Source: an optimization exercise on an open RTL-to-GDS flow (aim: small area, a short achievable clock period and few clock cycles). Production flows keep margins and buffers that such runs may drop. Where RTL was checked, it was by simulation tests only, not by an equivalence proof against the original. Power and IR drop assume default switching activity.

Setup of the previous run:
// powlib_xbar_top
module powlib_xbar_top(clk,rst,wrdatas,wraddrs,wrvlds,wrrdys,rddatas,rdaddrs,rdvlds,rdrdys);
==> module powlib_xbar_top, before the edit <==
module powlib_xbar_top(clk,rst,wrdatas,wraddrs,wrvlds,wrrdys,rddatas,rdaddrs,rdvlds,rdrdys);
  localparam                       B_WRS = 4;
  localparam                       B_RDS = 3;
  localparam                       B_AW  = 2;
  localparam                       B_DW  = 8;
  localparam                       B_NP  = B_WRS*(B_WRS-1)/2;
  input     wire                   clk;
  input     wire                   rst;
  input     wire [B_WRS*B_DW-1:0]  wrdatas;
  input     wire [B_WRS*B_AW-1:0]  wraddrs;
  input     wire [B_WRS-1:0]       wrvlds;
  output    wire [B_WRS-1:0]       wrrdys;
  output    wire [B_RDS*B_DW-1:0]  rddatas;
  output    wire [B_RDS*B_AW-1:0]  rdaddrs;
  output    wire [B_RDS-1:0]       rdvlds;
  input     wire [B_RDS-1:0]       rdrdys;
  reg  [B_RDS-1:0]      vld_q;            
  reg  [B_RDS*B_DW-1:0] dat_q;            
  reg                   a0_q;             
  reg  [B_NP-1:0]       pri_q;            
  wire [B_RDS-1:0]      req [0:B_WRS-1];  
  wire [B_RDS-1:0]      tk  [0:B_WRS-1];  
  wire [B_WRS-1:0]      tkr [0:B_RDS-1];  
  wire [B_RDS-1:0]      hold;             
  wire [B_WRS*B_WRS-1:0] pri;
  genvar i, j, k;
  for (k=0; k<B_WRS; k=k+1) begin : g_pk
    for (i=0; i<B_WRS; i=i+1) begin : g_pi
      if (k==i) begin : g_eq
        assign pri[k*B_WRS+i] = 1'b0;
      end else if (k<i) begin : g_lt
        assign pri[k*B_WRS+i] = pri_q[(k*(2*B_WRS-1-k))/2+i-k-1];
      end else begin : g_gt
        assign pri[k*B_WRS+i] = ~pri_q[(i*(2*B_WRS-1-i))/2+k-i-1];
      end
    end
  end
  always @(posedge clk) begin : p_pri
    integer pk, pi;
    for (pk=0; pk<B_WRS; pk=pk+1)
      for (pi=pk+1; pi<B_WRS; pi=pi+1)
        if (rst)
          pri_q[(pk*(2*B_WRS-1-pk))/2+pi-pk-1] <= 1'b1;
        else
          pri_q[(pk*(2*B_WRS-1-pk))/2+pi-pk-1] <= pri[((pk+B_WRS-1)%B_WRS)*B_WRS+((pi+B_WRS-1)%B_WRS)];
  end
  for (j=0; j<B_RDS; j=j+1) begin : g_hold
    assign hold[j] = vld_q[j] & ~rdrdys[j];
  end
  wire [B_RDS-1:0]      t   [0:B_WRS-1];
  for (i=0; i<B_WRS; i=i+1) begin : g_wr
    for (j=0; j<B_RDS; j=j+1) begin : g_rd
      wire             x;
      wire [B_WRS-2:0] m;
      powlib_xbar_xterm #(.J(j)) xterm_inst (
        .addr(wraddrs[i*B_AW+:B_AW]),.vld(vld_q[j]),.rdy(rdrdys[j]),.x(x));
      for (k=0; k<B_WRS-1; k=k+1) begin : g_o
        powlib_xbar_bterm #(.J(j)) bterm_inst (
          .vld(wrvlds[(i+1+k)%B_WRS]),.addr(wraddrs[((i+1+k)%B_WRS)*B_AW+:B_AW]),
          .pri(pri[((i+1+k)%B_WRS)*B_WRS+i]),.m(m[k]));
      end
      powlib_xbar_rterm rterm_inst (.x(x),.m(m),.t(t[i][j]));
      assign req[i][j] = wrvlds[i] & x;
      assign tk[i][j]  = wrvlds[i] & ~t[i][j];
      assign tkr[j][i] = tk[i][j];
    end
    assign wrrdys[i] = ~&t[i];
  end
  for (j=0; j<B_RDS; j=j+1) begin : g_rd
    wire [B_DW-1:0] d;
    powlib_xbar_dmux #(.W(B_DW)) dmux_inst (
      .sel({hold[j], tkr[j]}),
      .din({dat_q[j*B_DW+:B_DW], wrdatas}),
      .dout(d));
    always @(posedge clk) begin
      if (rst)
        vld_q[j] <= 1'b0;
      else
        vld_q[j] <= hold[j] | req[0][j] | req[1][j] | req[2][j] | req[3][j];
      dat_q[j*B_DW+:B_DW] <= d;
    end
    assign rddatas[j*B_DW+:B_DW] = dat_q[j*B_DW+:B_DW];
    assign rdvlds[j]             = vld_q[j];
  end
  always @(posedge clk) begin
    a0_q <= (tk[0][2] & wraddrs[0]) | (tk[1][2] & wraddrs[2]) |
            (tk[2][2] & wraddrs[4]) | (tk[3][2] & wraddrs[6]) | (hold[2] & a0_q);
  end
  assign rdaddrs = {1'b0, a0_q, 2'b10, 2'b11};
endmodule
==> module powlib_xbar_xterm, before the edit <==
module powlib_xbar_xterm(addr,vld,rdy,x);
  parameter         J = 0;
  input  wire [1:0] addr;
  input  wire       vld;    
  input  wire       rdy;    
  output wire       x;
  wire              dec = (J==0) ? ( addr[1] &  addr[0]) :
                          (J==1) ? ( addr[1] & ~addr[0]) :
                                   (~addr[1]);
  assign x = dec & (~vld | rdy);
endmodule
export LEC_CHECK = 0
export CAP_MARGIN = 20
export CORE_MARGIN = 2
export CORE_UTILIZATION = 40
export CTS_BUF_LIST = sky130_fd_sc_hd__clkbuf_4
export CTS_CLUSTER_DIAMETER = 100
export CTS_CLUSTER_SIZE = 40
export SETUP_SLACK_MARGIN = 1.3
export SLEW_MARGIN = 20
export SYNTH_HIERARCHICAL = 1
export SYNTH_MINIMUM_KEEP_SIZE = 0
create_clock -name core_clock -period 3.6 [get_ports {clk}]
standard.sh (not shown) runs the stock make flow with config.mk's settings and CLKGATE_MAP_FILE= SYNTH_SCRIPT=/design/flow/synth_recipe.tcl, a recipe that flattens the netlist after the stock synthesis.
==> flow/flow/run.sh <==
#!/bin/bash
# Standard layout, except that the port buffers are the smallest plain
# buffer (the resizer upsizes the ones on critical paths) instead of the
# delay buffer buffer_ports picks by default.
set -euo pipefail
export BUFFER_PORTS_ARGS="-buffer_cell sky130_fd_sc_hd__buf_1"
bash standard.sh > standard.log 2>&1
Input-level comparison between the current run and the previous run:
--- a/flow/design.v
+++ b/flow/design.v
@@ -20,10 +20,11 @@
   reg                   a0_q;             
   reg  [B_NP-1:0]       pri_q;            
   wire [B_RDS-1:0]      req [0:B_WRS-1];  
   wire [B_RDS-1:0]      tk  [0:B_WRS-1];  
   wire [B_WRS-1:0]      tkr [0:B_RDS-1];  
+  wire [B_RDS-1:0]      acc;              
   wire [B_RDS-1:0]      hold;             
   wire [B_WRS*B_WRS-1:0] pri;
   genvar i, j, k;
   for (k=0; k<B_WRS; k=k+1) begin : g_pk
     for (i=0; i<B_WRS; i=i+1) begin : g_pi
@@ -43,20 +44,21 @@
         if (rst)
           pri_q[(pk*(2*B_WRS-1-pk))/2+pi-pk-1] <= 1'b1;
         else
           pri_q[(pk*(2*B_WRS-1-pk))/2+pi-pk-1] <= pri[((pk+B_WRS-1)%B_WRS)*B_WRS+((pi+B_WRS-1)%B_WRS)];
   end
-  for (j=0; j<B_RDS; j=j+1) begin : g_hold
-    assign hold[j] = vld_q[j] & ~rdrdys[j];
+  for (j=0; j<B_RDS; j=j+1) begin : g_acc
+    assign acc[j]  = ~vld_q[j] | rdrdys[j];
+    assign hold[j] = ~acc[j];
   end
   wire [B_RDS-1:0]      t   [0:B_WRS-1];
   for (i=0; i<B_WRS; i=i+1) begin : g_wr
     for (j=0; j<B_RDS; j=j+1) begin : g_rd
       wire             x;
       wire [B_WRS-2:0] m;
       powlib_xbar_xterm #(.J(j)) xterm_inst (
-        .addr(wraddrs[i*B_AW+:B_AW]),.vld(vld_q[j]),.rdy(rdrdys[j]),.x(x));
+        .addr(wraddrs[i*B_AW+:B_AW]),.acc(acc[j]),.x(x));
       for (k=0; k<B_WRS-1; k=k+1) begin : g_o
         powlib_xbar_bterm #(.J(j)) bterm_inst (
           .vld(wrvlds[(i+1+k)%B_WRS]),.addr(wraddrs[((i+1+k)%B_WRS)*B_AW+:B_AW]),
           .pri(pri[((i+1+k)%B_WRS)*B_WRS+i]),.m(m[k]));
       end
@@ -87,20 +89,19 @@
     a0_q <= (tk[0][2] & wraddrs[0]) | (tk[1][2] & wraddrs[2]) |
             (tk[2][2] & wraddrs[4]) | (tk[3][2] & wraddrs[6]) | (hold[2] & a0_q);
   end
   assign rdaddrs = {1'b0, a0_q, 2'b10, 2'b11};
 endmodule
-module powlib_xbar_xterm(addr,vld,rdy,x);
+module powlib_xbar_xterm(addr,acc,x);
   parameter         J = 0;
   input  wire [1:0] addr;
-  input  wire       vld;    
-  input  wire       rdy;    
+  input  wire       acc;
   output wire       x;
   wire              dec = (J==0) ? ( addr[1] &  addr[0]) :
                           (J==1) ? ( addr[1] & ~addr[0]) :
                                    (~addr[1]);
-  assign x = dec & (~vld | rdy);
+  assign x = dec & acc;
 endmodule
 module powlib_xbar_bterm(vld,addr,pri,m);
   parameter         J = 0;
   input  wire       vld;
   input  wire [1:0] addr;
### Flow results
The current run ends up with lower least setup slack across all paths after layout than the previous run does.
The current run ends up with a horizontal die dimension that is about 2% lower than in the previous run.
Worst vdd rail ir drop | the current run below the previous run
Of the previous run and the current run, the lower share of total power in the clock network belongs to the current run.
The setup skew after layout reported for the current run is smaller than that of the previous run by 0.0053 ns.
In the final reports, the cell area of the current run is smaller than that of the previous run.
What the previous run reported for total of fill cells in the finished design has to be multiplied by 0.939 to get the figure for the current run.
Testbench counts of the current run, summed over its fixed seeds: cycles 4,878.
No functional check of the RTL was part of the previous run.


run 1:
Another version of the RTL of powlib_xbar_top (not shown whole).
Size in the first run: about 270 cells after synthesis, about 30 flip-flops, roughly 86 I/O pins, roughly 2200 um2 of cells after synthesis.
## powlib_xbar_top
module powlib_xbar_top(clk,rst,wrdatas,wraddrs,wrvlds,wrrdys,rddatas,rdaddrs,rdvlds,rdrdys);
==> module powlib_xbar_top, before the edit <==
module powlib_xbar_top(clk,rst,wrdatas,wraddrs,wrvlds,wrrdys,rddatas,rdaddrs,rdvlds,rdrdys);
  localparam                       B_WRS = 4;
  localparam                       B_RDS = 3;
  localparam                       B_AW  = 2;
  localparam                       B_DW  = 8;
  input     wire                   clk;
  input     wire                   rst;
  input     wire [B_WRS*B_DW-1:0]  wrdatas;
  input     wire [B_WRS*B_AW-1:0]  wraddrs;
  input     wire [B_WRS-1:0]       wrvlds;
  output    wire [B_WRS-1:0]       wrrdys;
  output    wire [B_RDS*B_DW-1:0]  rddatas;
  output    wire [B_RDS*B_AW-1:0]  rdaddrs;
  output    wire [B_RDS-1:0]       rdvlds;
  input     wire [B_RDS-1:0]       rdrdys;
  reg  [B_RDS-1:0]      vld_q;            
  reg  [B_RDS*B_DW-1:0] dat_q;            
  reg                   a0_q;             
  reg  [1:0]            top_q;            
  wire [B_WRS-1:0]      dec [0:B_RDS-1];  
  wire [B_WRS-1:0]      req [0:B_RDS-1];  
  wire [B_WRS-1:0]      tk  [0:B_RDS-1];  
  wire [B_WRS-1:0]      blk [0:B_RDS-1];  
  wire [B_RDS-1:0]      acc;              
  wire [B_RDS-1:0]      hold;             
  wire [B_WRS*B_WRS-1:0] pri;
  genvar i, j, k;
  for (k=0; k<B_WRS; k=k+1) begin : g_pk
    for (i=0; i<B_WRS; i=i+1) begin : g_pi
      wire [B_WRS-1:0] m;
      for (j=0; j<B_WRS; j=j+1) begin : g_pm
        assign m[j] = (k!=i) && (((j-i-1)&3) <= ((k-i-1)&3));
      end
      assign pri[k*B_WRS+i] = m[top_q];
    end
  end
  for (i=0; i<B_WRS; i=i+1) begin : g_wr
    wire [1:0] a = wraddrs[i*B_AW+:B_AW];
    assign dec[0][i] =  a[1] &  a[0];
    assign dec[1][i] =  a[1] & ~a[0];
    assign dec[2][i] = ~a[1];
    assign req[0][i] = wrvlds[i] & dec[0][i];
    assign req[1][i] = wrvlds[i] & dec[1][i];
    assign req[2][i] = wrvlds[i] & dec[2][i];
    assign wrrdys[i] = (dec[0][i] & acc[0] & ~blk[0][i]) |
                       (dec[1][i] & acc[1] & ~blk[1][i]) |
                       (dec[2][i] & acc[2] & ~blk[2][i]);
  end
  for (j=0; j<B_RDS; j=j+1) begin : g_rd
    for (i=0; i<B_WRS; i=i+1) begin : g_blk
      wire [B_WRS-1:0] b;
      for (k=0; k<B_WRS; k=k+1) begin : g_b
        assign b[k] = req[j][k] & pri[k*B_WRS+i];
      end
      assign blk[j][i] = |b;
      assign tk[j][i]  = req[j][i] & ~blk[j][i] & acc[j];
    end
    assign acc[j]  = ~vld_q[j] | rdrdys[j];
    assign hold[j] = ~acc[j];
    wire [B_DW-1:0] d = ({B_DW{tk[j][0]}} & wrdatas[0*B_DW+:B_DW]) |
                        ({B_DW{tk[j][1]}} & wrdatas[1*B_DW+:B_DW]) |
                        ({B_DW{tk[j][2]}} & wrdatas[2*B_DW+:B_DW]) |
                        ({B_DW{tk[j][3]}} & wrdatas[3*B_DW+:B_DW]) |
                        ({B_DW{hold[j]}}  & dat_q[j*B_DW+:B_DW]);
    always @(posedge clk) begin
      if (rst)
        vld_q[j] <= 1'b0;
      else
        vld_q[j] <= hold[j] | (|req[j]);
      dat_q[j*B_DW+:B_DW] <= d;
    end
    assign rddatas[j*B_DW+:B_DW] = dat_q[j*B_DW+:B_DW];
    assign rdvlds[j]             = vld_q[j];
  end
  always @(posedge clk) begin
    if (rst)
      top_q <= 2'd0;
    else
      top_q <= {top_q[1]^top_q[0], ~top_q[0]};
    a0_q <= (tk[2][0] & wraddrs[0]) | (tk[2][1] & wraddrs[2]) |
            (tk[2][2] & wraddrs[4]) | (tk[2][3] & wraddrs[6]) | (hold[2] & a0_q);
  end
  assign rdaddrs = {1'b0, a0_q, 2'b10, 2'b11};
endmodule
export LEC_CHECK = 0
export CAP_MARGIN = 20
export CORE_MARGIN = 2
export CORE_UTILIZATION = 40
export SETUP_SLACK_MARGIN = 1.0
export SLEW_MARGIN = 20
create_clock -name core_clock -period 3.6 [get_ports {clk}]
Scripts as last shown in full above: flow/flow/run.sh
Run 1 completed every stage of the flow, and the final layout passed the timing, DRC and antenna checks.
What run 2 does differently from run 1 at the input level:
--- a/flow/design.v
+++ b/flow/design.v
@@ -25,17 +25,13 @@
   wire [B_RDS-1:0]      acc;              
   wire [B_RDS-1:0]      hold;             
   wire [B_WRS*B_WRS-1:0] pri;
   genvar i, j, k;
   for (k=0; k<B_WRS; k=k+1) begin : g_pk
     for (i=0; i<B_WRS; i=i+1) begin : g_pi
-      wire [B_WRS-1:0] m;
-      for (j=0; j<B_WRS; j=j+1) begin : g_pm
-        assign m[j] = (k!=i) && (((j-i-1)&3) <= ((k-i-1)&3));
-      end
-      assign pri[k*B_WRS+i] = m[top_q];
+      assign pri[k*B_WRS+i] = (k!=i) && (((top_q-i-1)&2'd3) <= ((k-i-1)&3));
     end
   end
   for (i=0; i<B_WRS; i=i+1) begin : g_wr
     wire [1:0] a = wraddrs[i*B_AW+:B_AW];
     assign dec[0][i] =  a[1] &  a[0];
     assign dec[1][i] =  a[1] & ~a[0];
@@ -74,12 +70,12 @@
     assign rdvlds[j]             = vld_q[j];
   end
   always @(posedge clk) begin
     if (rst)
       top_q <= 2'd0;
     else
-      top_q <= {top_q[1]^top_q[0], ~top_q[0]};
+      top_q <= top_q + 2'd1;
     a0_q <= (tk[2][0] & wraddrs[0]) | (tk[2][1] & wraddrs[2]) |
             (tk[2][2] & wraddrs[4]) | (tk[2][3] & wraddrs[6]) | (hold[2] & a0_q);
   end
   assign rdaddrs = {1'b0, a0_q, 2'b10, 2'b11};
 endmodule
- Relative to run 1, the die area measured on run 2 has decreased by a few percent.
- Per the comparison of run 2 with run 1, area of all placed cells without fillers shows a reduction of about 2.3%; area used by multi-input combinational logic down 0.54%; number of nets in the layout shrank by about 8%; multi-input gate share of the layout cell area has increased; number of gates on the worst path with buffers counted level.
- Run 2 vs. run 1: number of filler instances in the final layout went down by 9.4%.
- Run 2 vs run 1, worst setup path endpoint: wrrdys[0] vs wrrdys[1]
- Buffer share of cell area: run 2 < run 1
- Largest family of logic cells by synthesized area = simple AND/OR/NAND/NOR gates: run 1; largest family of logic cells by synthesized area = compound AO/OA/AOI/OAI gates: run 2
- Utilization delta for run 2 relative to run 1: 1.9 points higher
Testbench counts of run 2, summed over its fixed seeds: cycles 4,878.
No functional check of the RTL was part of run 1.

static timing again, ports no longer ideal:
In the flow no input, the clock included, has a driving cell. The finished layouts below were timed again as built, in two steps.
Step 1, drivers: a clkbuf_16 drives clk and a buf_2 each remaining input, both assumed.
Step 2 moves the port delays by t, midway between the first and last clock arrival at a register: inputs arrive t later, outputs are due t later. That takes back most of the time a late clock gives input paths.
Slacks: no drivers / after step 1 / after step 2; pairs: no drivers / after step 1.
run | shift t [ns] | setup slack, ns | worst setup path after step 2
the previous run | 0.369 | 1.349 / 1.327 / 1.255 | input to register
the current run | 0.358 | 1.328 / 1.302 / 1.186 | input to register
run 1 | 0.311 | 0.979 / 0.950 / 0.960 | input to output
run 2 | 0.309 | 0.976 / 0.948 / 0.969 | input to output
After both steps setup and hold are still met in every run listed. The setup slack of the current run, which loses most, moves by -0.026 ns with the drivers and by -0.142 ns with both steps.
